Background: an optimization exercise with open tools, aiming at small area. Do not read the settings as production practice.
Function not checked in this run: the RTL went through the layout flow alone.
Power is estimated from default activity; no workload was simulated.

==> design.v <==
module gainAvs
   ( input  logic              clk,
     input  logic              reset,     
     input  logic              avsWr,
     input  logic   [ 31 : 0 ] avsWrData,
     output logic   [ 31 : 0 ] avsRdData,
     output logic   [ 15 : 0 ] coef );    
   logic            wrSat, hold;
   logic [ 15 : 0 ] coefNext;
   assign wrSat = avsWr & ( |avsWrData[ 31 : 16 ] );
   assign hold  = ~avsWr;
   for ( genvar i = 0; i < 16; i++ ) begin : gBit
      gainCoefBit coefBitInst
         ( .wr   ( avsWr          ),
           .hold ( hold           ),
           .sat  ( wrSat          ),
           .d    ( avsWrData[ i ] ),
           .q    ( coef[ i ]      ),
           .n    ( coefNext[ i ]  ) );
   end
   always_ff @( posedge clk, posedge reset )
   if ( reset ) begin
      avsRdData <= '0;
      coef      <= 16'd256;    
   end else begin
      coef      <= coefNext;
      avsRdData <= { 16'b0, coef };
   end
endmodule
module gainCoefBit
   ( input  logic wr, hold, sat, d, q,
     output logic n );
   assign n = ( wr & d ) | ( hold & q ) | sat;
endmodule
module gainMult
   ( input  logic                   clk,
     input  logic                   reset,
     input  logic                   st,
     input  logic signed [ 15 : 0 ] a,
     input  logic        [ 15 : 0 ] coef,
     output logic                   rdy,
     output logic signed [ 15 : 0 ] y );
   logic          [ 1 : 0 ] rdyReg;
   logic         [ 15 : 0 ] aReg;
   logic         [ 15 : 0 ] nCoef;
   logic          [ 7 : 0 ] bNOne, bNTwo, bNeg;    
   logic         [ 23 : 8 ] nP;                    
   logic         [ 14 : 0 ] aMag;                  
   logic         [ 15 : 0 ] cSuf;                  
   logic                    big, neg, ovf, nSet0, nSet1;
   logic         [ 15 : 0 ] yNext;
   logic         [ 16 : 0 ] ag, ap;
   logic pp1, pp2, pp3, pp4, pp5, pp6, pp7, pp8, pp9, pp10, pp11, pp12;
   logic pp13, pp14, pp15, pp16, pp17, pp18, pp19, pp20, pp21, pp22, pp23, pp24;
   logic pp25, pp26, pp27, pp28, pp29, pp30, pp31, pp32, pp33, pp34, pp35, pp36;
   logic pp37, pp38, pp39, pp40, pp41, pp42, pp43, pp44, pp45, pp46, pp47, pp48;
   logic pp49, pp50, pp51, pp52, pp53, pp54, pp55, pp56, pp57, pp58, pp59, pp60;
   logic pp61, pp62, pp63, pp64, pp65, pp66, pp67, pp68, pp69, pp70, pp71, pp72;
   logic pp73, pp74, pp75, pp76, pp77, pp78, pp79, pp80, pp81, pp82, pp83, pp84;
   logic pp85, pp86, pp87, pp88, pp89, pp90, pp91, pp92, pp93, pp94, pp95, pp96;
   logic pp97, pp98, pp99, pp100, pp101, pp102, pp103, pp104, pp105, pp106, pp107, pp108;
   logic pp109, pp110, pp111, pp112, pp113, pp114, pp115, pp116, pp117, pp118, pp119, pp120;
   logic pp121, pp122, pp123, pp124, s125, c126, s127, c128, s129, c130, s131, c132;
   logic s133, c134, s135, c136, s137, c138, s139, c140, s141, c142, s143, c144;
   logic s145, c146, s147, c148, s149, c150, s151, c152, s153, c154, s155, c156;
   logic s157, c158, s159, c160, s161, c162, s163, c164, s165, c166, s167, c168;
   logic s169, c170, s171, c172, s173, c174, s175, c176, s177, c178, s179, c180;
   logic s181, c182, s183, c184, s185, c186, s187, c188, s189, c190, s191, c192;
   logic s193, c194, s195, c196, s197, c198, s199, c200, s201, c202, s203, c204;
   logic s205, c206, s207, c208, s209, c210, s211, c212, s213, c214, s215, c216;
   logic s217, c218, s219, c220, s221, c222, s223, c224, s225, c226, s227, c228;
   logic s229, c230, s231, c232, s233, c234, s235, c236, s237, c238, s239, c240;
   logic s241, c242, s243, c244, s245, c246, s247, c248, s249, c250, s251, c252;
   logic s253, c254, s255, c256, s257, c258, s259, c260, s261, c262, s263, c264;
   logic s265, c266, s267, c268, s269, c270, s271, c272, s273, c274, s275, c276;
   logic s277, c278, s279, c280, s281, c282, s283, c284, s285, c286, s287, c288;
   logic s289, c290, s291, c292, s293, c294, s295, c296, s297, c298, s299, c300;
   logic s301, c302, s303, c304, s305, c306, s307, c308, s309, c310, s311, c312;
   logic s313, c314, s315, c316, s317, c318, s319, c320, s321, c322, s323, c324;
   logic s325, c326, s327, c328, s329, c330, c331, c332, c333, c334, c335, c336;
   logic c337, c338, pG339, pP340, pG341, pP342, pG343, pP344, pG345, pP346, pG347, pP348;
   logic pG349, pP350, pG351, pP352, pG353, pP354, pG355, pP356, pG357, pP358, pG359, pP360;
   logic pG361, pP362, pG363, pP364, pG365, pP366, pG367, pP368, pG369, pP370, pG371, pP372;
   logic pG373, pP374, pG375, pP376, pG377, pP378, pG379, pP380, pG381, pP382, pG383, pP384;
   logic pG385, pP386, pG387, pP388, pG389, pP390, pG391, pP392;
   always_ff @( posedge clk )
      aReg <= a;
   assign nCoef = ~coef;
   for ( genvar k = 0; k < 8; k++ ) begin : gEnc
      logic b2, b1, b0;
      assign b2 = aReg[ 2 * k + 1 ];
      assign b1 = aReg[ 2 * k ];
      if ( k == 0 ) begin : gLow
         assign b0 = 1'b0;
      end else begin : gHigh
         assign b0 = aReg[ 2 * k - 1 ];
      end
      assign bNOne[ k ] = ~( b1 ^ b0 );
      assign bNTwo[ k ] = ~( ( b2 & ~b1 & ~b0 ) | ( ~b2 & b1 & b0 ) );
      assign bNeg[ k ]  = b2;
   end
   gainBsel bsel1 ( bNOne[ 0 ], bNTwo[ 0 ], bNeg[ 0 ], nCoef[ 0 ], 1'b1, pp1 );
   gainBsel bsel2 ( bNOne[ 0 ], bNTwo[ 0 ], bNeg[ 0 ], nCoef[ 1 ], nCoef[ 0 ], pp2 );
   gainBsel bsel3 ( bNOne[ 0 ], bNTwo[ 0 ], bNeg[ 0 ], nCoef[ 2 ], nCoef[ 1 ], pp3 );
   gainBsel bsel4 ( bNOne[ 0 ], bNTwo[ 0 ], bNeg[ 0 ], nCoef[ 3 ], nCoef[ 2 ], pp4 );
   gainBsel bsel5 ( bNOne[ 0 ], bNTwo[ 0 ], bNeg[ 0 ], nCoef[ 4 ], nCoef[ 3 ], pp5 );
   gainBsel bsel6 ( bNOne[ 0 ], bNTwo[ 0 ], bNeg[ 0 ], nCoef[ 5 ], nCoef[ 4 ], pp6 );
   gainBsel bsel7 ( bNOne[ 0 ], bNTwo[ 0 ], bNeg[ 0 ], nCoef[ 6 ], nCoef[ 5 ], pp7 );
   gainBsel bsel8 ( bNOne[ 0 ], bNTwo[ 0 ], bNeg[ 0 ], nCoef[ 7 ], nCoef[ 6 ], pp8 );
   gainBsel bsel9 ( bNOne[ 0 ], bNTwo[ 0 ], bNeg[ 0 ], nCoef[ 8 ], nCoef[ 7 ], pp9 );
   gainBsel bsel10 ( bNOne[ 0 ], bNTwo[ 0 ], bNeg[ 0 ], nCoef[ 9 ], nCoef[ 8 ], pp10 );
   gainBsel bsel11 ( bNOne[ 0 ], bNTwo[ 0 ], bNeg[ 0 ], nCoef[ 10 ], nCoef[ 9 ], pp11 );
   gainBsel bsel12 ( bNOne[ 0 ], bNTwo[ 0 ], bNeg[ 0 ], nCoef[ 11 ], nCoef[ 10 ], pp12 );
   gainBsel bsel13 ( bNOne[ 0 ], bNTwo[ 0 ], bNeg[ 0 ], nCoef[ 12 ], nCoef[ 11 ], pp13 );
   gainBsel bsel14 ( bNOne[ 0 ], bNTwo[ 0 ], bNeg[ 0 ], nCoef[ 13 ], nCoef[ 12 ], pp14 );
   gainBsel bsel15 ( bNOne[ 0 ], bNTwo[ 0 ], bNeg[ 0 ], nCoef[ 14 ], nCoef[ 13 ], pp15 );
   gainBsel bsel16 ( bNOne[ 0 ], bNTwo[ 0 ], bNeg[ 0 ], nCoef[ 15 ], nCoef[ 14 ], pp16 );
   gainBsel bsel17 ( bNOne[ 0 ], bNTwo[ 0 ], bNeg[ 0 ], 1'b1, nCoef[ 15 ], pp17 );
   assign pp18 = ~bNeg[ 0 ];
   gainBsel bsel19 ( bNOne[ 1 ], bNTwo[ 1 ], bNeg[ 1 ], nCoef[ 0 ], 1'b1, pp19 );
   gainBsel bsel20 ( bNOne[ 1 ], bNTwo[ 1 ], bNeg[ 1 ], nCoef[ 1 ], nCoef[ 0 ], pp20 );
   gainBsel bsel21 ( bNOne[ 1 ], bNTwo[ 1 ], bNeg[ 1 ], nCoef[ 2 ], nCoef[ 1 ], pp21 );
   gainBsel bsel22 ( bNOne[ 1 ], bNTwo[ 1 ], bNeg[ 1 ], nCoef[ 3 ], nCoef[ 2 ], pp22 );
   gainBsel bsel23 ( bNOne[ 1 ], bNTwo[ 1 ], bNeg[ 1 ], nCoef[ 4 ], nCoef[ 3 ], pp23 );
   gainBsel bsel24 ( bNOne[ 1 ], bNTwo[ 1 ], bNeg[ 1 ], nCoef[ 5 ], nCoef[ 4 ], pp24 );
   gainBsel bsel25 ( bNOne[ 1 ], bNTwo[ 1 ], bNeg[ 1 ], nCoef[ 6 ], nCoef[ 5 ], pp25 );
   gainBsel bsel26 ( bNOne[ 1 ], bNTwo[ 1 ], bNeg[ 1 ], nCoef[ 7 ], nCoef[ 6 ], pp26 );
   gainBsel bsel27 ( bNOne[ 1 ], bNTwo[ 1 ], bNeg[ 1 ], nCoef[ 8 ], nCoef[ 7 ], pp27 );
   gainBsel bsel28 ( bNOne[ 1 ], bNTwo[ 1 ], bNeg[ 1 ], nCoef[ 9 ], nCoef[ 8 ], pp28 );
   gainBsel bsel29 ( bNOne[ 1 ], bNTwo[ 1 ], bNeg[ 1 ], nCoef[ 10 ], nCoef[ 9 ], pp29 );
   gainBsel bsel30 ( bNOne[ 1 ], bNTwo[ 1 ], bNeg[ 1 ], nCoef[ 11 ], nCoef[ 10 ], pp30 );
   gainBsel bsel31 ( bNOne[ 1 ], bNTwo[ 1 ], bNeg[ 1 ], nCoef[ 12 ], nCoef[ 11 ], pp31 );
   gainBsel bsel32 ( bNOne[ 1 ], bNTwo[ 1 ], bNeg[ 1 ], nCoef[ 13 ], nCoef[ 12 ], pp32 );
   gainBsel bsel33 ( bNOne[ 1 ], bNTwo[ 1 ], bNeg[ 1 ], nCoef[ 14 ], nCoef[ 13 ], pp33 );
   gainBsel bsel34 ( bNOne[ 1 ], bNTwo[ 1 ], bNeg[ 1 ], nCoef[ 15 ], nCoef[ 14 ], pp34 );
   gainBsel bsel35 ( bNOne[ 1 ], bNTwo[ 1 ], bNeg[ 1 ], 1'b1, nCoef[ 15 ], pp35 );
   assign pp36 = ~bNeg[ 1 ];
   gainBsel bsel37 ( bNOne[ 2 ], bNTwo[ 2 ], bNeg[ 2 ], nCoef[ 0 ], 1'b1, pp37 );
   gainBsel bsel38 ( bNOne[ 2 ], bNTwo[ 2 ], bNeg[ 2 ], nCoef[ 1 ], nCoef[ 0 ], pp38 );
   gainBsel bsel39 ( bNOne[ 2 ], bNTwo[ 2 ], bNeg[ 2 ], nCoef[ 2 ], nCoef[ 1 ], pp39 );
   gainBsel bsel40 ( bNOne[ 2 ], bNTwo[ 2 ], bNeg[ 2 ], nCoef[ 3 ], nCoef[ 2 ], pp40 );
   gainBsel bsel41 ( bNOne[ 2 ], bNTwo[ 2 ], bNeg[ 2 ], nCoef[ 4 ], nCoef[ 3 ], pp41 );
   gainBsel bsel42 ( bNOne[ 2 ], bNTwo[ 2 ], bNeg[ 2 ], nCoef[ 5 ], nCoef[ 4 ], pp42 );
   gainBsel bsel43 ( bNOne[ 2 ], bNTwo[ 2 ], bNeg[ 2 ], nCoef[ 6 ], nCoef[ 5 ], pp43 );
   gainBsel bsel44 ( bNOne[ 2 ], bNTwo[ 2 ], bNeg[ 2 ], nCoef[ 7 ], nCoef[ 6 ], pp44 );
   gainBsel bsel45 ( bNOne[ 2 ], bNTwo[ 2 ], bNeg[ 2 ], nCoef[ 8 ], nCoef[ 7 ], pp45 );
   gainBsel bsel46 ( bNOne[ 2 ], bNTwo[ 2 ], bNeg[ 2 ], nCoef[ 9 ], nCoef[ 8 ], pp46 );
   gainBsel bsel47 ( bNOne[ 2 ], bNTwo[ 2 ], bNeg[ 2 ], nCoef[ 10 ], nCoef[ 9 ], pp47 );
   gainBsel bsel48 ( bNOne[ 2 ], bNTwo[ 2 ], bNeg[ 2 ], nCoef[ 11 ], nCoef[ 10 ], pp48 );
   gainBsel bsel49 ( bNOne[ 2 ], bNTwo[ 2 ], bNeg[ 2 ], nCoef[ 12 ], nCoef[ 11 ], pp49 );
   gainBsel bsel50 ( bNOne[ 2 ], bNTwo[ 2 ], bNeg[ 2 ], nCoef[ 13 ], nCoef[ 12 ], pp50 );
   gainBsel bsel51 ( bNOne[ 2 ], bNTwo[ 2 ], bNeg[ 2 ], nCoef[ 14 ], nCoef[ 13 ], pp51 );
   gainBsel bsel52 ( bNOne[ 2 ], bNTwo[ 2 ], bNeg[ 2 ], nCoef[ 15 ], nCoef[ 14 ], pp52 );
   gainBsel bsel53 ( bNOne[ 2 ], bNTwo[ 2 ], bNeg[ 2 ], 1'b1, nCoef[ 15 ], pp53 );
   assign pp54 = ~bNeg[ 2 ];
   gainBsel bsel55 ( bNOne[ 3 ], bNTwo[ 3 ], bNeg[ 3 ], nCoef[ 0 ], 1'b1, pp55 );
   gainBsel bsel56 ( bNOne[ 3 ], bNTwo[ 3 ], bNeg[ 3 ], nCoef[ 1 ], nCoef[ 0 ], pp56 );
   gainBsel bsel57 ( bNOne[ 3 ], bNTwo[ 3 ], bNeg[ 3 ], nCoef[ 2 ], nCoef[ 1 ], pp57 );
   gainBsel bsel58 ( bNOne[ 3 ], bNTwo[ 3 ], bNeg[ 3 ], nCoef[ 3 ], nCoef[ 2 ], pp58 );
   gainBsel bsel59 ( bNOne[ 3 ], bNTwo[ 3 ], bNeg[ 3 ], nCoef[ 4 ], nCoef[ 3 ], pp59 );
   gainBsel bsel60 ( bNOne[ 3 ], bNTwo[ 3 ], bNeg[ 3 ], nCoef[ 5 ], nCoef[ 4 ], pp60 );
   gainBsel bsel61 ( bNOne[ 3 ], bNTwo[ 3 ], bNeg[ 3 ], nCoef[ 6 ], nCoef[ 5 ], pp61 );
   gainBsel bsel62 ( bNOne[ 3 ], bNTwo[ 3 ], bNeg[ 3 ], nCoef[ 7 ], nCoef[ 6 ], pp62 );
   gainBsel bsel63 ( bNOne[ 3 ], bNTwo[ 3 ], bNeg[ 3 ], nCoef[ 8 ], nCoef[ 7 ], pp63 );
   gainBsel bsel64 ( bNOne[ 3 ], bNTwo[ 3 ], bNeg[ 3 ], nCoef[ 9 ], nCoef[ 8 ], pp64 );
   gainBsel bsel65 ( bNOne[ 3 ], bNTwo[ 3 ], bNeg[ 3 ], nCoef[ 10 ], nCoef[ 9 ], pp65 );
   gainBsel bsel66 ( bNOne[ 3 ], bNTwo[ 3 ], bNeg[ 3 ], nCoef[ 11 ], nCoef[ 10 ], pp66 );
   gainBsel bsel67 ( bNOne[ 3 ], bNTwo[ 3 ], bNeg[ 3 ], nCoef[ 12 ], nCoef[ 11 ], pp67 );
   gainBsel bsel68 ( bNOne[ 3 ], bNTwo[ 3 ], bNeg[ 3 ], nCoef[ 13 ], nCoef[ 12 ], pp68 );
   gainBsel bsel69 ( bNOne[ 3 ], bNTwo[ 3 ], bNeg[ 3 ], nCoef[ 14 ], nCoef[ 13 ], pp69 );
   gainBsel bsel70 ( bNOne[ 3 ], bNTwo[ 3 ], bNeg[ 3 ], nCoef[ 15 ], nCoef[ 14 ], pp70 );
   gainBsel bsel71 ( bNOne[ 3 ], bNTwo[ 3 ], bNeg[ 3 ], 1'b1, nCoef[ 15 ], pp71 );
   assign pp72 = ~bNeg[ 3 ];
   gainBsel bsel73 ( bNOne[ 4 ], bNTwo[ 4 ], bNeg[ 4 ], nCoef[ 0 ], 1'b1, pp73 );
   gainBsel bsel74 ( bNOne[ 4 ], bNTwo[ 4 ], bNeg[ 4 ], nCoef[ 1 ], nCoef[ 0 ], pp74 );
   gainBsel bsel75 ( bNOne[ 4 ], bNTwo[ 4 ], bNeg[ 4 ], nCoef[ 2 ], nCoef[ 1 ], pp75 );
   gainBsel bsel76 ( bNOne[ 4 ], bNTwo[ 4 ], bNeg[ 4 ], nCoef[ 3 ], nCoef[ 2 ], pp76 );
   gainBsel bsel77 ( bNOne[ 4 ], bNTwo[ 4 ], bNeg[ 4 ], nCoef[ 4 ], nCoef[ 3 ], pp77 );
   gainBsel bsel78 ( bNOne[ 4 ], bNTwo[ 4 ], bNeg[ 4 ], nCoef[ 5 ], nCoef[ 4 ], pp78 );
   gainBsel bsel79 ( bNOne[ 4 ], bNTwo[ 4 ], bNeg[ 4 ], nCoef[ 6 ], nCoef[ 5 ], pp79 );
   gainBsel bsel80 ( bNOne[ 4 ], bNTwo[ 4 ], bNeg[ 4 ], nCoef[ 7 ], nCoef[ 6 ], pp80 );
   gainBsel bsel81 ( bNOne[ 4 ], bNTwo[ 4 ], bNeg[ 4 ], nCoef[ 8 ], nCoef[ 7 ], pp81 );
   gainBsel bsel82 ( bNOne[ 4 ], bNTwo[ 4 ], bNeg[ 4 ], nCoef[ 9 ], nCoef[ 8 ], pp82 );
   gainBsel bsel83 ( bNOne[ 4 ], bNTwo[ 4 ], bNeg[ 4 ], nCoef[ 10 ], nCoef[ 9 ], pp83 );
   gainBsel bsel84 ( bNOne[ 4 ], bNTwo[ 4 ], bNeg[ 4 ], nCoef[ 11 ], nCoef[ 10 ], pp84 );
   gainBsel bsel85 ( bNOne[ 4 ], bNTwo[ 4 ], bNeg[ 4 ], nCoef[ 12 ], nCoef[ 11 ], pp85 );
   gainBsel bsel86 ( bNOne[ 4 ], bNTwo[ 4 ], bNeg[ 4 ], nCoef[ 13 ], nCoef[ 12 ], pp86 );
   gainBsel bsel87 ( bNOne[ 4 ], bNTwo[ 4 ], bNeg[ 4 ], nCoef[ 14 ], nCoef[ 13 ], pp87 );
   gainBsel bsel88 ( bNOne[ 4 ], bNTwo[ 4 ], bNeg[ 4 ], nCoef[ 15 ], nCoef[ 14 ], pp88 );
   gainBsel bsel89 ( bNOne[ 5 ], bNTwo[ 5 ], bNeg[ 5 ], nCoef[ 0 ], 1'b1, pp89 );
   gainBsel bsel90 ( bNOne[ 5 ], bNTwo[ 5 ], bNeg[ 5 ], nCoef[ 1 ], nCoef[ 0 ], pp90 );
   gainBsel bsel91 ( bNOne[ 5 ], bNTwo[ 5 ], bNeg[ 5 ], nCoef[ 2 ], nCoef[ 1 ], pp91 );
   gainBsel bsel92 ( bNOne[ 5 ], bNTwo[ 5 ], bNeg[ 5 ], nCoef[ 3 ], nCoef[ 2 ], pp92 );
   gainBsel bsel93 ( bNOne[ 5 ], bNTwo[ 5 ], bNeg[ 5 ], nCoef[ 4 ], nCoef[ 3 ], pp93 );
   gainBsel bsel94 ( bNOne[ 5 ], bNTwo[ 5 ], bNeg[ 5 ], nCoef[ 5 ], nCoef[ 4 ], pp94 );
   gainBsel bsel95 ( bNOne[ 5 ], bNTwo[ 5 ], bNeg[ 5 ], nCoef[ 6 ], nCoef[ 5 ], pp95 );
   gainBsel bsel96 ( bNOne[ 5 ], bNTwo[ 5 ], bNeg[ 5 ], nCoef[ 7 ], nCoef[ 6 ], pp96 );
   gainBsel bsel97 ( bNOne[ 5 ], bNTwo[ 5 ], bNeg[ 5 ], nCoef[ 8 ], nCoef[ 7 ], pp97 );
   gainBsel bsel98 ( bNOne[ 5 ], bNTwo[ 5 ], bNeg[ 5 ], nCoef[ 9 ], nCoef[ 8 ], pp98 );
   gainBsel bsel99 ( bNOne[ 5 ], bNTwo[ 5 ], bNeg[ 5 ], nCoef[ 10 ], nCoef[ 9 ], pp99 );
   gainBsel bsel100 ( bNOne[ 5 ], bNTwo[ 5 ], bNeg[ 5 ], nCoef[ 11 ], nCoef[ 10 ], pp100 );
   gainBsel bsel101 ( bNOne[ 5 ], bNTwo[ 5 ], bNeg[ 5 ], nCoef[ 12 ], nCoef[ 11 ], pp101 );
   gainBsel bsel102 ( bNOne[ 5 ], bNTwo[ 5 ], bNeg[ 5 ], nCoef[ 13 ], nCoef[ 12 ], pp102 );
   gainBsel bsel103 ( bNOne[ 6 ], bNTwo[ 6 ], bNeg[ 6 ], nCoef[ 0 ], 1'b1, pp103 );
   gainBsel bsel104 ( bNOne[ 6 ], bNTwo[ 6 ], bNeg[ 6 ], nCoef[ 1 ], nCoef[ 0 ], pp104 );
   gainBsel bsel105 ( bNOne[ 6 ], bNTwo[ 6 ], bNeg[ 6 ], nCoef[ 2 ], nCoef[ 1 ], pp105 );
   gainBsel bsel106 ( bNOne[ 6 ], bNTwo[ 6 ], bNeg[ 6 ], nCoef[ 3 ], nCoef[ 2 ], pp106 );
   gainBsel bsel107 ( bNOne[ 6 ], bNTwo[ 6 ], bNeg[ 6 ], nCoef[ 4 ], nCoef[ 3 ], pp107 );
   gainBsel bsel108 ( bNOne[ 6 ], bNTwo[ 6 ], bNeg[ 6 ], nCoef[ 5 ], nCoef[ 4 ], pp108 );
   gainBsel bsel109 ( bNOne[ 6 ], bNTwo[ 6 ], bNeg[ 6 ], nCoef[ 6 ], nCoef[ 5 ], pp109 );
   gainBsel bsel110 ( bNOne[ 6 ], bNTwo[ 6 ], bNeg[ 6 ], nCoef[ 7 ], nCoef[ 6 ], pp110 );
   gainBsel bsel111 ( bNOne[ 6 ], bNTwo[ 6 ], bNeg[ 6 ], nCoef[ 8 ], nCoef[ 7 ], pp111 );
   gainBsel bsel112 ( bNOne[ 6 ], bNTwo[ 6 ], bNeg[ 6 ], nCoef[ 9 ], nCoef[ 8 ], pp112 );
   gainBsel bsel113 ( bNOne[ 6 ], bNTwo[ 6 ], bNeg[ 6 ], nCoef[ 10 ], nCoef[ 9 ], pp113 );
   gainBsel bsel114 ( bNOne[ 6 ], bNTwo[ 6 ], bNeg[ 6 ], nCoef[ 11 ], nCoef[ 10 ], pp114 );
   gainBsel bsel115 ( bNOne[ 7 ], bNTwo[ 7 ], bNeg[ 7 ], nCoef[ 0 ], 1'b1, pp115 );
   gainBsel bsel116 ( bNOne[ 7 ], bNTwo[ 7 ], bNeg[ 7 ], nCoef[ 1 ], nCoef[ 0 ], pp116 );
   gainBsel bsel117 ( bNOne[ 7 ], bNTwo[ 7 ], bNeg[ 7 ], nCoef[ 2 ], nCoef[ 1 ], pp117 );
   gainBsel bsel118 ( bNOne[ 7 ], bNTwo[ 7 ], bNeg[ 7 ], nCoef[ 3 ], nCoef[ 2 ], pp118 );
   gainBsel bsel119 ( bNOne[ 7 ], bNTwo[ 7 ], bNeg[ 7 ], nCoef[ 4 ], nCoef[ 3 ], pp119 );
   gainBsel bsel120 ( bNOne[ 7 ], bNTwo[ 7 ], bNeg[ 7 ], nCoef[ 5 ], nCoef[ 4 ], pp120 );
   gainBsel bsel121 ( bNOne[ 7 ], bNTwo[ 7 ], bNeg[ 7 ], nCoef[ 6 ], nCoef[ 5 ], pp121 );
   gainBsel bsel122 ( bNOne[ 7 ], bNTwo[ 7 ], bNeg[ 7 ], nCoef[ 7 ], nCoef[ 6 ], pp122 );
   gainBsel bsel123 ( bNOne[ 7 ], bNTwo[ 7 ], bNeg[ 7 ], nCoef[ 8 ], nCoef[ 7 ], pp123 );
   gainBsel bsel124 ( bNOne[ 7 ], bNTwo[ 7 ], bNeg[ 7 ], nCoef[ 9 ], nCoef[ 8 ], pp124 );
   gainHa ha126 ( bNeg[ 5 ], pp11, s125, c126 );
   gainHa ha128 ( pp12, pp28, s127, c128 );
   gainFa fa130 ( bNeg[ 6 ], pp13, pp29, s129, c130 );
   gainHa ha132 ( pp45, pp61, s131, c132 );
   gainFa fa134 ( pp14, pp30, pp46, s133, c134 );
   gainHa ha136 ( pp62, pp78, s135, c136 );
   gainFa fa138 ( bNeg[ 7 ], pp15, pp31, s137, c138 );
   gainFa fa140 ( pp47, pp63, pp79, s139, c140 );
   gainHa ha142 ( pp93, pp105, s141, c142 );
   gainFa fa144 ( pp16, pp32, pp48, s143, c144 );
   gainFa fa146 ( pp64, pp80, pp94, s145, c146 );
   gainHa ha148 ( pp106, pp116, s147, c148 );
   gainFa fa150 ( pp17, pp33, pp49, s149, c150 );
   gainFa fa152 ( pp65, pp81, pp95, s151, c152 );
   gainHa ha154 ( pp107, pp117, s153, c154 );
   gainFa1 fa156 ( pp18, pp34, s155, c156 );
   gainFa fa158 ( pp50, pp66, pp82, s157, c158 );
   gainFa fa160 ( pp96, pp108, pp118, s159, c160 );
   gainFa1 fa162 ( pp35, pp51, s161, c162 );
   gainFa fa164 ( pp67, pp83, pp97, s163, c164 );
   gainHa ha166 ( pp109, pp119, s165, c166 );
   gainFa fa168 ( pp36, pp52, pp68, s167, c168 );
   gainFa fa170 ( pp84, pp98, pp110, s169, c170 );
   gainFa1 fa172 ( pp53, pp69, s171, c172 );
   gainHa ha174 ( pp85, pp99, s173, c174 );
   gainFa fa176 ( pp54, pp70, pp86, s175, c176 );
   assign s177 = ~pp71;
   assign c178 = pp71;
   gainHa ha180 ( bNeg[ 3 ], pp7, s179, c180 );
   gainHa ha182 ( pp8, pp24, s181, c182 );
   gainFa fa184 ( bNeg[ 4 ], pp9, pp25, s183, c184 );
   gainHa ha186 ( pp41, pp57, s185, c186 );
   gainFa fa188 ( pp10, pp26, pp42, s187, c188 );
   gainHa ha190 ( pp58, pp74, s189, c190 );
   gainFa fa192 ( pp27, pp43, pp59, s191, c192 );
   gainFa fa194 ( pp75, pp89, s125, s193, c194 );
   gainFa fa196 ( pp44, pp60, pp76, s195, c196 );
   gainFa fa198 ( pp90, s127, c126, s197, c198 );
   gainFa fa200 ( pp77, pp91, pp103, s199, c200 );
   gainFa fa202 ( s131, c128, s129, s201, c202 );
   gainFa fa204 ( pp92, pp104, s135, s203, c204 );
   gainFa fa206 ( c132, c130, s133, s205, c206 );
   gainFa fa208 ( pp115, s141, c136, s207, c208 );
   gainFa fa210 ( c134, s137, s139, s209, c210 );
   gainFa fa212 ( s147, c142, c138, s211, c212 );
   gainFa fa214 ( c140, s143, s145, s213, c214 );
   gainFa fa216 ( s153, c148, c144, s215, c216 );
   gainFa fa218 ( c146, s149, s151, s217, c218 );
   gainFa fa220 ( c154, c150, c152, s219, c220 );
   gainFa fa222 ( s155, s157, s159, s221, c222 );
   gainFa fa224 ( s165, c156, c158, s223, c224 );
   gainFa fa226 ( c160, s161, s163, s225, c226 );
   gainFa fa228 ( pp120, c166, c162, s227, c228 );
   gainFa fa230 ( c164, s167, s169, s229, c230 );
   gainFa fa232 ( pp111, pp121, s173, s231, c232 );
   gainFa fa234 ( c168, c170, s171, s233, c234 );
   gainFa fa236 ( pp100, pp112, pp122, s235, c236 );
   gainFa fa238 ( c174, c172, s175, s237, c238 );
   gainFa fa240 ( pp87, pp101, pp113, s239, c240 );
   gainFa fa242 ( pp123, s177, c176, s241, c242 );
   gainFa fa244 ( pp72, pp88, pp102, s243, c244 );
   gainFa fa246 ( pp114, pp124, c178, s245, c246 );
   gainHa ha248 ( bNeg[ 2 ], pp5, s247, c248 );
   gainHa ha250 ( pp6, pp22, s249, c250 );
   gainFa fa252 ( pp23, pp39, pp55, s251, c252 );
   gainFa fa254 ( pp40, pp56, s181, s253, c254 );
   gainFa fa256 ( pp73, s185, c182, s255, c256 );
   gainFa fa258 ( s189, c186, c184, s257, c258 );
   gainFa fa260 ( c190, c188, s191, s259, c260 );
   gainFa fa262 ( c192, s195, c194, s261, c262 );
   gainFa fa264 ( c196, s199, c198, s263, c264 );
   gainFa fa266 ( c200, s203, c202, s265, c266 );
   gainFa fa268 ( c204, s207, c206, s267, c268 );
   gainFa fa270 ( c208, s211, c210, s269, c270 );
   gainFa fa272 ( c212, s215, c214, s271, c272 );
   gainFa fa274 ( c216, s219, c218, s273, c274 );
   gainFa fa276 ( c220, s223, c222, s275, c276 );
   gainFa fa278 ( c224, s227, c226, s277, c278 );
   gainFa fa280 ( s231, c228, c230, s279, c280 );
   gainFa fa282 ( s235, c232, c234, s281, c282 );
   gainFa fa284 ( c236, s239, s241, s283, c284 );
   gainFa fa286 ( c240, s243, s245, s285, c286 );
   gainHa ha288 ( bNeg[ 1 ], pp3, s287, c288 );
   gainHa ha290 ( pp4, pp20, s289, c290 );
   gainFa fa292 ( pp21, pp37, s247, s291, c292 );
   gainFa fa294 ( pp38, s249, c248, s293, c294 );
   gainFa fa296 ( s179, c250, s251, s295, c296 );
   gainFa fa298 ( c180, c252, s253, s297, c298 );
   gainFa fa300 ( s183, c254, s255, s299, c300 );
   gainFa fa302 ( s187, c256, s257, s301, c302 );
   gainFa fa304 ( s193, c258, s259, s303, c304 );
   gainFa fa306 ( s197, c260, s261, s305, c306 );
   gainFa fa308 ( s201, c262, s263, s307, c308 );
   gainFa fa310 ( s205, c264, s265, s309, c310 );
   gainFa fa312 ( s209, c266, s267, s311, c312 );
   gainFa fa314 ( s213, c268, s269, s313, c314 );
   gainFa fa316 ( s217, c270, s271, s315, c316 );
   gainFa fa318 ( s221, c272, s273, s317, c318 );
   gainFa fa320 ( s225, c274, s275, s319, c320 );
   gainFa fa322 ( s229, c276, s277, s321, c322 );
   gainFa fa324 ( s233, c278, s279, s323, c324 );
   gainFa fa326 ( s237, c280, s281, s325, c326 );
   gainFa fa328 ( c238, c282, s283, s327, c328 );
   gainFa fa330 ( c242, s285, c284, s329, c330 );
   assign c331 = bNeg[ 0 ] & pp1;
   assign c332 = pp2 & c331;
   gainMaj maj333 ( pp19, s287, c332, c333 );
   gainMaj maj334 ( s289, c288, c333, c334 );
   gainMaj maj335 ( s291, c290, c334, c335 );
   gainMaj maj336 ( s293, c292, c335, c336 );
   gainMaj maj337 ( s295, c294, c336, c337 );
   gainMaj maj338 ( s297, c296, c337, c338 );
   assign ag[ 0 ] = 1'b1 & c338;
   assign ap[ 0 ] = 1'b1 ^ c338;
   assign ag[ 1 ] = s299 & c298;
   assign ap[ 1 ] = s299 ^ c298;
   assign ag[ 2 ] = s301 & c300;
   assign ap[ 2 ] = s301 ^ c300;
   assign ag[ 3 ] = s303 & c302;
   assign ap[ 3 ] = s303 ^ c302;
   assign ag[ 4 ] = s305 & c304;
   assign ap[ 4 ] = s305 ^ c304;
   assign ag[ 5 ] = s307 & c306;
   assign ap[ 5 ] = s307 ^ c306;
   assign ag[ 6 ] = s309 & c308;
   assign ap[ 6 ] = s309 ^ c308;
   assign ag[ 7 ] = s311 & c310;
   assign ap[ 7 ] = s311 ^ c310;
   assign ag[ 8 ] = s313 & c312;
   assign ap[ 8 ] = s313 ^ c312;
   assign ag[ 9 ] = s315 & c314;
   assign ap[ 9 ] = s315 ^ c314;
   assign ag[ 10 ] = s317 & c316;
   assign ap[ 10 ] = s317 ^ c316;
   assign ag[ 11 ] = s319 & c318;
   assign ap[ 11 ] = s319 ^ c318;
   assign ag[ 12 ] = s321 & c320;
   assign ap[ 12 ] = s321 ^ c320;
   assign ag[ 13 ] = s323 & c322;
   assign ap[ 13 ] = s323 ^ c322;
   assign ag[ 14 ] = s325 & c324;
   assign ap[ 14 ] = s325 ^ c324;
   assign ag[ 15 ] = s327 & c326;
   assign ap[ 15 ] = s327 ^ c326;
   assign ag[ 16 ] = s329 & c328;
   assign ap[ 16 ] = s329 ^ c328;
   assign pG339 = ag[ 1 ] | ( ap[ 1 ] & ag[ 0 ] );
   assign pP340 = ap[ 1 ] & ap[ 0 ];
   assign pG341 = ag[ 3 ] | ( ap[ 3 ] & ag[ 2 ] );
   assign pP342 = ap[ 3 ] & ap[ 2 ];
   assign pG343 = ag[ 5 ] | ( ap[ 5 ] & ag[ 4 ] );
   assign pP344 = ap[ 5 ] & ap[ 4 ];
   assign pG345 = ag[ 7 ] | ( ap[ 7 ] & ag[ 6 ] );
   assign pP346 = ap[ 7 ] & ap[ 6 ];
   assign pG347 = ag[ 9 ] | ( ap[ 9 ] & ag[ 8 ] );
   assign pP348 = ap[ 9 ] & ap[ 8 ];
   assign pG349 = ag[ 11 ] | ( ap[ 11 ] & ag[ 10 ] );
   assign pP350 = ap[ 11 ] & ap[ 10 ];
   assign pG351 = ag[ 13 ] | ( ap[ 13 ] & ag[ 12 ] );
   assign pP352 = ap[ 13 ] & ap[ 12 ];
   assign pG353 = ag[ 15 ] | ( ap[ 15 ] & ag[ 14 ] );
   assign pP354 = ap[ 15 ] & ap[ 14 ];
   assign pG355 = pG341 | ( pP342 & pG339 );
   assign pP356 = pP342 & pP340;
   assign pG357 = pG345 | ( pP346 & pG343 );
   assign pP358 = pP346 & pP344;
   assign pG359 = pG349 | ( pP350 & pG347 );
   assign pP360 = pP350 & pP348;
   assign pG361 = pG353 | ( pP354 & pG351 );
   assign pP362 = pP354 & pP352;
   assign pG363 = pG357 | ( pP358 & pG355 );
   assign pP364 = pP358 & pP356;
   assign pG365 = pG361 | ( pP362 & pG359 );
   assign pP366 = pP362 & pP360;
   assign pG367 = pG365 | ( pP366 & pG363 );
   assign pP368 = pP366 & pP364;
   assign pG369 = pG359 | ( pP360 & pG363 );
   assign pP370 = pP360 & pP364;
   assign pG371 = pG343 | ( pP344 & pG355 );
   assign pP372 = pP344 & pP356;
   assign pG373 = pG347 | ( pP348 & pG363 );
   assign pP374 = pP348 & pP364;
   assign pG375 = pG351 | ( pP352 & pG369 );
   assign pP376 = pP352 & pP370;
   assign pG377 = ag[ 2 ] | ( ap[ 2 ] & pG339 );
   assign pP378 = ap[ 2 ] & pP340;
   assign pG379 = ag[ 4 ] | ( ap[ 4 ] & pG355 );
   assign pP380 = ap[ 4 ] & pP356;
   assign pG381 = ag[ 6 ] | ( ap[ 6 ] & pG371 );
   assign pP382 = ap[ 6 ] & pP372;
   assign pG383 = ag[ 8 ] | ( ap[ 8 ] & pG363 );
   assign pP384 = ap[ 8 ] & pP364;
   assign pG385 = ag[ 10 ] | ( ap[ 10 ] & pG373 );
   assign pP386 = ap[ 10 ] & pP374;
   assign pG387 = ag[ 12 ] | ( ap[ 12 ] & pG369 );
   assign pP388 = ap[ 12 ] & pP370;
   assign pG389 = ag[ 14 ] | ( ap[ 14 ] & pG375 );
   assign pP390 = ap[ 14 ] & pP376;
   assign pG391 = ag[ 16 ] | ( ap[ 16 ] & pG367 );
   assign pP392 = ap[ 16 ] & pP368;
   assign nP[ 8 ] = ~( ap[ 1 ] ^ ag[ 0 ] );
   assign nP[ 9 ] = ~( ap[ 2 ] ^ pG339 );
   assign nP[ 10 ] = ~( ap[ 3 ] ^ pG377 );
   assign nP[ 11 ] = ~( ap[ 4 ] ^ pG355 );
   assign nP[ 12 ] = ~( ap[ 5 ] ^ pG379 );
   assign nP[ 13 ] = ~( ap[ 6 ] ^ pG371 );
   assign nP[ 14 ] = ~( ap[ 7 ] ^ pG381 );
   assign nP[ 15 ] = ~( ap[ 8 ] ^ pG363 );
   assign nP[ 16 ] = ~( ap[ 9 ] ^ pG383 );
   assign nP[ 17 ] = ~( ap[ 10 ] ^ pG373 );
   assign nP[ 18 ] = ~( ap[ 11 ] ^ pG385 );
   assign nP[ 19 ] = ~( ap[ 12 ] ^ pG369 );
   assign nP[ 20 ] = ~( ap[ 13 ] ^ pG387 );
   assign nP[ 21 ] = ~( ap[ 14 ] ^ pG375 );
   assign nP[ 22 ] = ~( ap[ 15 ] ^ pG389 );
   assign nP[ 23 ] = ~( ap[ 16 ] ^ pG367 );
   assign aMag = aReg[ 14 : 0 ] ^ { 15{ aReg[ 15 ] } };
   assign cSuf[ 15 ] = coef[ 15 ];
   for ( genvar k = 14; k >= 0; k-- ) begin : gSuf
      assign cSuf[ k ] = cSuf[ k + 1 ] | coef[ k ];
   end
   assign big = |( aMag[ 14 : 8 ] & { cSuf[ 9 ], cSuf[ 10 ], cSuf[ 11 ], cSuf[ 12 ], cSuf[ 13 ], cSuf[ 14 ], cSuf[ 15 ] } );
   assign neg = aReg[ 15 ] & cSuf[ 0 ];
   assign ovf = big | ~( nP[ 23 ] ^ neg );
   assign nSet0 = ~( ovf & ~neg );
   for ( genvar k = 0; k < 15; k++ ) begin : gSat
      gainSat satInst ( ovf, nP[ k + 8 ], nSet0, yNext[ k ] );
   end
   assign yNext[ 15 ] = neg;
   always_ff @( posedge clk, posedge reset )
   if ( reset ) begin
      y      <= '0;
      rdyReg <= '0;
   end else begin
      rdyReg <= { rdyReg[ 0 ], st };
      y      <= yNext;
   end
   assign rdy = rdyReg[ 1 ];
endmodule
module gainBsel
   ( input  logic nOne, nTwo, neg, nc0, nc1,
     output logic x );
   assign x = ~( ( nOne | nc0 ) & ( nTwo | nc1 ) ) ^ neg;
endmodule
module gainFa
   ( input  logic a, b, ci,
     output logic s, co );
   assign s  = a ^ b ^ ci;
   assign co = ( a & b ) | ( a & ci ) | ( b & ci );
endmodule
module gainFa1
   ( input  logic a, b,
     output logic s, co );
   assign s  = ~( a ^ b );
   assign co = a | b;
endmodule
module gainHa
   ( input  logic a, b,
     output logic s, co );
   assign s  = a ^ b;
   assign co = a & b;
endmodule
module gainMaj
   ( input  logic a, b, ci,
     output logic co );
   assign co = ( a & b ) | ( a & ci ) | ( b & ci );
endmodule
module gainSat
   ( input  logic ovf, nP, nSet,
     output logic y );
   assign y = ~( ( ovf | nP ) & nSet );
endmodule
module gain
   ( input  logic                 clk,
     input  logic                 reset,
     input  logic                 avsWr,
     input  logic        [ 31 : 0 ] avsWrData,
     output logic        [ 31 : 0 ] avsRdData,
     input  logic                 st,
     input  logic signed [ 15 : 0 ] a,
     output logic                 rdy,
     output logic signed [ 15 : 0 ] y );
   logic [ 15 : 0 ] coef;
   gainAvs gainAvsInst
      ( .clk       ( clk       ),
        .reset     ( reset     ),
        .avsWr     ( avsWr     ),
        .avsWrData ( avsWrData ),
        .avsRdData ( avsRdData ),
        .coef      ( coef      ) );
   gainMult gainMultInst
      ( .clk   ( clk                ),
        .reset ( reset              ),
        .st    ( st                 ),
        .a     ( a                  ),
        .coef  ( avsRdData[ 15 : 0 ] ),
        .rdy   ( rdy                ),
        .y     ( y                  ) );
endmodule
==> flow/run.sh <==
#!/bin/bash
# Standard layout (the standard.sh: standard synthesis and ORFS steps) with two
# changes: every combinational cell is set to its smallest drive strength after
# floorplan (flow/downsize.tcl; later repair steps size up what they need), and the
# ports are buffered with the smallest buffer cell. Each ORFS step keeps its own log
# under orfs/logs/; make's output goes to standard_flow.log.
set -euo pipefail
here=$(pwd)
bash standard.sh "POST_FLOORPLAN_TCL=$here/flow/downsize.tcl" \
  'BUFFER_PORTS_ARGS=-buffer_cell sky130_fd_sc_hd__buf_1' finish > standard_flow.log 2>&1
==> flow/downsize.tcl <==
# Sourced after floorplan (POST_FLOORPLAN_TCL): give every combinational cell
# the smallest drive strength of its function; the later repair steps size up
# what timing, slew and capacitance need.
set skip {^(df|dl|sdf|edf|conb|tap|fill|decap|diode|clk|lpflow|probe|macro)}
set dont_use [split [string trim $::env(DONT_USE_CELLS)]]
set n_swapped 0
foreach inst [get_cells *] {
  set m [get_property $inst ref_name]
  if { ![regexp {^sky130_fd_sc_hd__(.+)_([0-9]+)$} $m -> base drv] } { continue }
  if { [regexp $skip $base] } { continue }
  set best ""
  set best_area 1e9
  foreach lc [get_lib_cells sky130_fd_sc_hd__${base}_*] {
    set name [get_property $lc name]
    if { ![regexp "^sky130_fd_sc_hd__${base}_\[0-9\]+\$" $name] } { continue }
    if { [lsearch -exact $dont_use $name] >= 0 } { continue }
    set a [get_property $lc area]
    if { $a < $best_area } {
      set best_area $a
      set best $name
    }
  }
  if { $best ne "" && $best ne $m } {
    set cur_area [get_property [lindex [get_lib_cells $m] 0] area]
    if { $best_area < $cur_area } {
      replace_cell [get_property $inst full_name] $best
      incr n_swapped
    }
  }
}
puts "downsize: $n_swapped cells downsized"
==> standard.sh <==
#!/bin/bash
# synth_recipe.tcl (not shown) runs the flow's synth.tcl, then flattens the netlist and writes it again
# the make line also repeats each setting of config.mk as NAME=value (left out here)
make -C /OpenROAD-flow-scripts/flow DESIGN_CONFIG=/design/flow/config.mk WORK_HOME=/design/flow/orfs CLKGATE_MAP_FILE= SYNTH_SCRIPT=/design/flow/synth_recipe.tcl "${@:-finish}"
==> config.mk <==
export PLATFORM = sky130hd
export DESIGN_NAME = gain
export DESIGN_NICKNAME = gain
export VERILOG_FILES = /design/flow/design.v
export SDC_FILE = /design/flow/constraint.sdc
export NUM_CORES = 4
export LEC_CHECK = 0
export CAP_MARGIN = 20
export CORE_MARGIN = 2
export CORE_UTILIZATION = 65
export CTS_BUF_LIST = sky130_fd_sc_hd__clkbuf_8
export SETUP_SLACK_MARGIN = 0.05
export SLEW_MARGIN = 20
export SYNTH_HIERARCHICAL = 1
export SYNTH_MINIMUM_KEEP_SIZE = 0
==> constraint.sdc <==
create_clock -name core_clock -period 6.4 [get_ports {clk}]
set_input_delay 1.2800 -clock core_clock [delete_from_list [all_inputs] [get_ports {clk}]]
set_output_delay 1.2800 -clock core_clock [all_outputs]
set_load 0.01 [all_outputs]
==> results.txt <==
==> registers in the layout (all words and copies together) (netlist names) <==
signal / cells
gainMultInst.y: 16
gainAvsInst.coef: 16
gainMultInst.rdyReg: 2
gainMultInst.aReg: 16
gainAvsInst.avsRdData: 16
==> modules after synthesis (local to each module, per instance), a selection <==
| module | flops+latches | cells inside |
|---|---|---|
| gainFa1 | 0 | 5 |
| gainMult | 34 | 205 |
| gainHa | 0 | 1 |
| gainMaj | 0 | 1 |
| gainCoefBit | 0 | 1 |
| gainFa | 0 | 1 |
| gainBsel | 0 | 2 |
| gainAvs | 32 | 56 |
| gainSat | 0 | 1 |
==> kinds of logic (layout without fill, tap and decap cells) <==
group                      after synthesis  in the layout  share of synthesized area
muxes                                    2              2                    0.00259
and+or+nand+nor                         46             46                     0.0297
buffers and inverters                   74            187                     0.0446
AOI/OAI and AO/OA                      193            193                      0.265
other                                    2             28                   0.000970
DFF                                     66             66                      0.203
adders and majority gates              132            132                      0.300
xor gates and xnor gates               137            137                      0.155
==> worst max-delay path: cells and delay by family (launching register included) <==
kind | cells | cell delay (ns)
AO/OA/AOI/OAI | 7 | 1.59
XOR/XNOR | 1 | 0.16
adder cells (fa/ha/maj) | 8 | 2.97
buffers and inverters | 1 | 0.21
flip-flops | 1 | 0.42
AND/OR/NAND/NOR | 1 | 0.40
==> synthesized netlist by cell type (2+ instances only) <==
| library cell | instances |
|---|---|
| sky130_fd_sc_hd__or2_1 | 2 |
| sky130_fd_sc_hd__maj3_2 | 6 |
| sky130_fd_sc_hd__mux2i_1 | 2 |
| sky130_fd_sc_hd__a21oi_1 | 16 |
| sky130_fd_sc_hd__nor2b_1 | 4 |
| sky130_fd_sc_hd__a41oi_1 | 2 |
| sky130_fd_sc_hd__nor4_1 | 6 |
| sky130_fd_sc_hd__xor2_1 | 123 |
| sky130_fd_sc_hd__dfxtp_1 | 16 |
| sky130_fd_sc_hd__o21ai_0 | 3 |
| sky130_fd_sc_hd__o21a_1 | 3 |
| sky130_fd_sc_hd__a21o_1 | 4 |
| sky130_fd_sc_hd__or2_2 | 2 |
| sky130_fd_sc_hd__dfrtp_1 | 49 |
| sky130_fd_sc_hd__a211o_1 | 2 |
| sky130_fd_sc_hd__o22ai_2 | 120 |
| sky130_fd_sc_hd__or3_1 | 2 |
| sky130_fd_sc_hd__and2_1 | 3 |
| sky130_fd_sc_hd__xnor2_1 | 14 |
| sky130_fd_sc_hd__buf_4 | 18 |
| sky130_fd_sc_hd__conb_1 | 2 |
| sky130_fd_sc_hd__nand2_1 | 10 |
| sky130_fd_sc_hd__nor2_1 | 10 |
| sky130_fd_sc_hd__nor3_1 | 5 |
| sky130_fd_sc_hd__o21ai_1 | 15 |
| sky130_fd_sc_hd__fa_1 | 90 |
| sky130_fd_sc_hd__inv_1 | 55 |
| sky130_fd_sc_hd__ha_1 | 36 |
| sky130_fd_sc_hd__a221o_1 | 16 |
==> per-stage QoR <==
step | util | power [mW]
after floorplan | - | 4.03
after global placement | 0.664 | 4.47
after detailed placement | 0.665 | 4.71
after CTS | 0.683 | 5.11
after global routing | 0.684 | 5.75
final | 0.684 | 5.08
==> metal layers <==
metal | vias up | global-route usage
li1 | 2577 | -
met1 | 2848 | 0.416
met2 | 334 | 0.525
met3 | 53 | 0.0471
met4 | 0 | 0.107
met5 | - | 0
==> area by class of cell <==
cell class / instances / area [um2]
clock buffers: 10 / 138
clock inverters: 6 / 72.6
fillers: 901 / 3640
inverters: 55 / 206
multi-input cells: 538 / 5150
flip-flops and latches: 66 / 1570
well taps: 143 / 179
repair buffers: 116 / 556
==> power groups by stage <==
stage	sequential, mW	clock, mW	combinational [mW]
floorplan	0.500	0	3.53
finish	0.469	0.385	4.23
global placement	0.477	0	4.00
CTS	0.469	0.393	4.24
detailed placement	0.478	0	4.23
global route	0.474	0.407	4.87
==> worst max-delay path by stage <==
| stage | start | end | cells after the start |
|---|---|---|---|
| finish | gainAvsInst.avsRdData[1] | gainMultInst.y[8] | 18 |
| global route | gainMultInst.aReg[1] | gainMultInst.y[5] | 17 |
| CTS | gainMultInst.aReg[6] | gainMultInst.y[14] | 15 |
| detailed placement | gainMultInst.aReg[6] | gainMultInst.y[14] | 15 |
| global placement | gainMultInst.aReg[6] | gainMultInst.y[7] | 16 |
| floorplan | gainMultInst.aReg[3] | gainMultInst.y[0] | 16 |
==> flow_results.org <==
** GRT
- The via count of the first global-routing pass is 5840.
- The first global-routing pass estimated roughly 31 mm of wire.
- Grt total ovfl :: 0
- Global routing usage summed across all routing layers :: 0.312
- Initial antenna violation count :: 0
- Entering global routing, the biggest net connects 33 pins.

** Hold path
- Path category of the worst min-delay check :: flip-flop to flip-flop
- The worst hold path was traced through 0 stages.
- Hold path startpoint :: gainAvsInst.coef[1]
- The worst hold path terminates at gainAvsInst.avsRdData[1].

** Logic synthesis
- Cell area after synthesis :: about 7700 um2
- During synthesis, Yosys emitted a total of 8 warnings.
- Area fraction of the dominant cell type after synthesis :: 0.233
- Number of unique standard cell types used by synthesis :: 45
- A synthesized cell averages 11.9 um2.
- Cell taking the most area after synthesis :: sky130_fd_sc_hd__fa_1
- Area contributors post-synth :: sky130_fd_sc_hd__fa_1 (23%), sky130_fd_sc_hd__o22ai_2 (19%), sky130_fd_sc_hd__dfrtp_1 (16%)
- Most used flip-flop cell after synthesis :: sky130_fd_sc_hd__dfrtp_1
- Number of synthesized flops with an enable pin :: 0
- After synthesis, the share of flip-flops with an asynchronous set or reset is 0.758.
- Synthesis handed over a netlist of 652 instances.
- Synthesis inferred 66 register bits.
- Seq/Total Area, Yosys :: 0.203

** Placed design
- After detailed placement, the total cell area comes to ~7700 um2.
- Placed insts :: approximately 900
- At the end of routability-driven placement, the weighted congestion stood at roughly 0.97.
- Before CTS, the worst setup slack after placement is between 0.2 and 0.3 ns.
- The count of buffers added on input and output ports is 84.
- Dpl hpwl :: 14.4 mm

** Setup path
- Across all register-to-register paths, the minimum setup slack is between 0.5 and 0.6 ns.
- The worst setup path is captured at a flip-flop.
- Critical path fanouts, max :: 15
- Worst R2R End :: gainMultInst.y[8]
- Data arrival, critical path :: about 6 ns
- The worst register-to-register path begins at gainAvsInst.avsRdData[1].
- Worst Setup Start Kind :: flip-flop
- The critical path is of the flip-flop to flip-flop type.
- For this run, the slowest stage of the critical path takes between 0.4 and 0.5 ns.
- Standard cell with the maximum stage delay on the critical path :: sky130_fd_sc_hd__fa_1
- Cell-by-cell listing of the critical path :: inv_1 > o22ai_1 > xor2_1 > ha_1 > maj3_1 > maj3_1 > maj3_1 > maj3_1 > maj3_1 > maj3_1 > fa_1 > a211o_1 > a21oi_1 > a2111oi_1 > a211o_1 > a21oi_1 > or2_1 > o21ai_1
- In this design, the critical path's most frequently occurring cell is sky130_fd_sc_hd__maj3_1.
- Depth of the worst register-to-register path :: 18
- For the worst setup path, the data required time is roughly 6.6 ns.

** Timing
- Between clock sinks in the finished design, the worst skew comes to between 0.015 and 0.02 ns.
- Number of failing hold endpoints at the final stage :: 0
- Slack of the critical path :: 0.504 ns
- Remaining max-slew budget at the tightest pin :: 0.341
- Portion of the clock cycle consumed by the worst path in the final layout :: 0.921
- Minimum clock period :: 5.90 ns
- Setup repair after global routing left no endpoint under its margin.
- Number of slew-limit violations in the final report :: 0
- Derived from the worst setup path, the maximum achievable clock frequency is 170 MHz.
- For the pin with the worst max-slew slack, the measured transition is slightly below 1 ns.
- Across all hold checks on the routed design, the worst slack comes to between 0.3 and 0.4 ns.
- Setup violations remaining at the end of the flow were counted as 0.
- Adding up every negative setup slack in the final design gives 0 ns.

** Run status
- The flow ran to the end and the layout has no timing, DRC or antenna violations.

** Final layout
- Most used cells in the layout excluding fill and tap cells :: sky130_fd_sc_hd__xor2_1 (123), sky130_fd_sc_hd__o22ai_1 (120), sky130_fd_sc_hd__fa_1 (90)
- Design area :: between 7000 and 8000 um2
- Final antenna diode count :: 0
- Area growth syn-to-layout :: 1.71%
- Final Net Count :: ~960
- Most common cell after layout, fill and taps aside :: sky130_fd_sc_hd__xor2_1
- Fraction of layout cells with a size suffix above 1 :: 0.0695
- Once layout is complete, the cells apart from fillers number roughly 930.

** Pwr
- The share of total power dissipated in sequential elements is 0.092.
- Power density over cell area :: 646 nW/um2
- The share of total power dissipated in combinational logic is 0.832.
- Of the total power, the clock network draws 0.076.
- Leakage power summed over all cells :: roughly 3.4 nW
- Maximum VDD drop :: between 0.0004 and 0.0005 V
- The analysis attributes to net switching a power of 2.48 mW.
- Of the total power, the share spent switching nets is 0.489.
- Internal power summed over all cells :: about 2.6 mW

** Die
- The total area inside the core boundary comes to ~12000 um2.
- 101 I/O pins were placed.
- The die is between 100 and 150 um wide.
- Effective utilization at floorplan :: 0.672
- The die covers ~13000 um2.
- From bottom edge to top edge, the die measures approximately 110 um.
- Standard-cell row count :: 39

** Clock tree
- Number of sinks driven by the clock tree :: 66
- In this run, post-CTS repair resized a total of 0 instances.
- CTS H-Tree Depth :: 3
- CTS Hold Buffers Added :: 0
- TritonCTS created 9 clock buffers.
- Buffer type at the clock tree root :: sky130_fd_sc_hd__clkbuf_8
- Post CTS Setup Buffer Count :: 0
- Largest buffer count on any clock path :: 2
- Source-to-sink clock delay at the later pin of the worst-skew pair :: 0.37 ns
- TritonCTS built the clock tree.
- Clock transition at the registers of the reported paths :: around 0.090 ns

** Drt
- In the final routed layout, each cell accounts on average for roughly 20 um.
- The detail route stage leaves a number of antenna-violating nets equal to 0.
- Wire segments on met2 add up to around 9.1 mm in the final route.
- DRT iter0 DRCs :: between 400 and 500
- The first detailed-routing pass took 18 iterations.
- Routed length on met3 :: 1.56 mm
- After detailed routing, the number of vias per cell comes to just over 6.
- The final route contains between 5000 and 6000 vias.
- Wires add up to 19.0 mm.
- The highest layer touched by signal routing is met4.
- After detailed routing, the wire length on met1 is 7.73 mm.
- Post-route DRC violation count :: 0

** Run
- The tool flagged a number of max-cap violations equal to 0.

## separate check: timing with driven ports
No port has a modelled driver above. Below, the same layout with a new extraction and two added sets of constraints. Step 1: set_driving_cell puts a clkbuf_16 on clk and a buf_2 on each other input, an assumption about the parent block. Step 2 times the ports against the registers' clock, not the clock port: input delays grow and output delays shrink by t, the midpoint of the rising clock arrivals with the driver on. a / b / c = no drivers / after step 1 / after step 2; a / b = the first two.
shift t [ns]: 0.400
setup WS [ns]: 0.504 / 0.504 / 0.504
worst slew at a driven data input, ns: 0.03
cell pins on the clock port's net: 1
After both steps setup and hold are still met in this run. For this run, drivers alone change the setup slack by 0.000 ns; drivers and shift together by 0.000 ns.
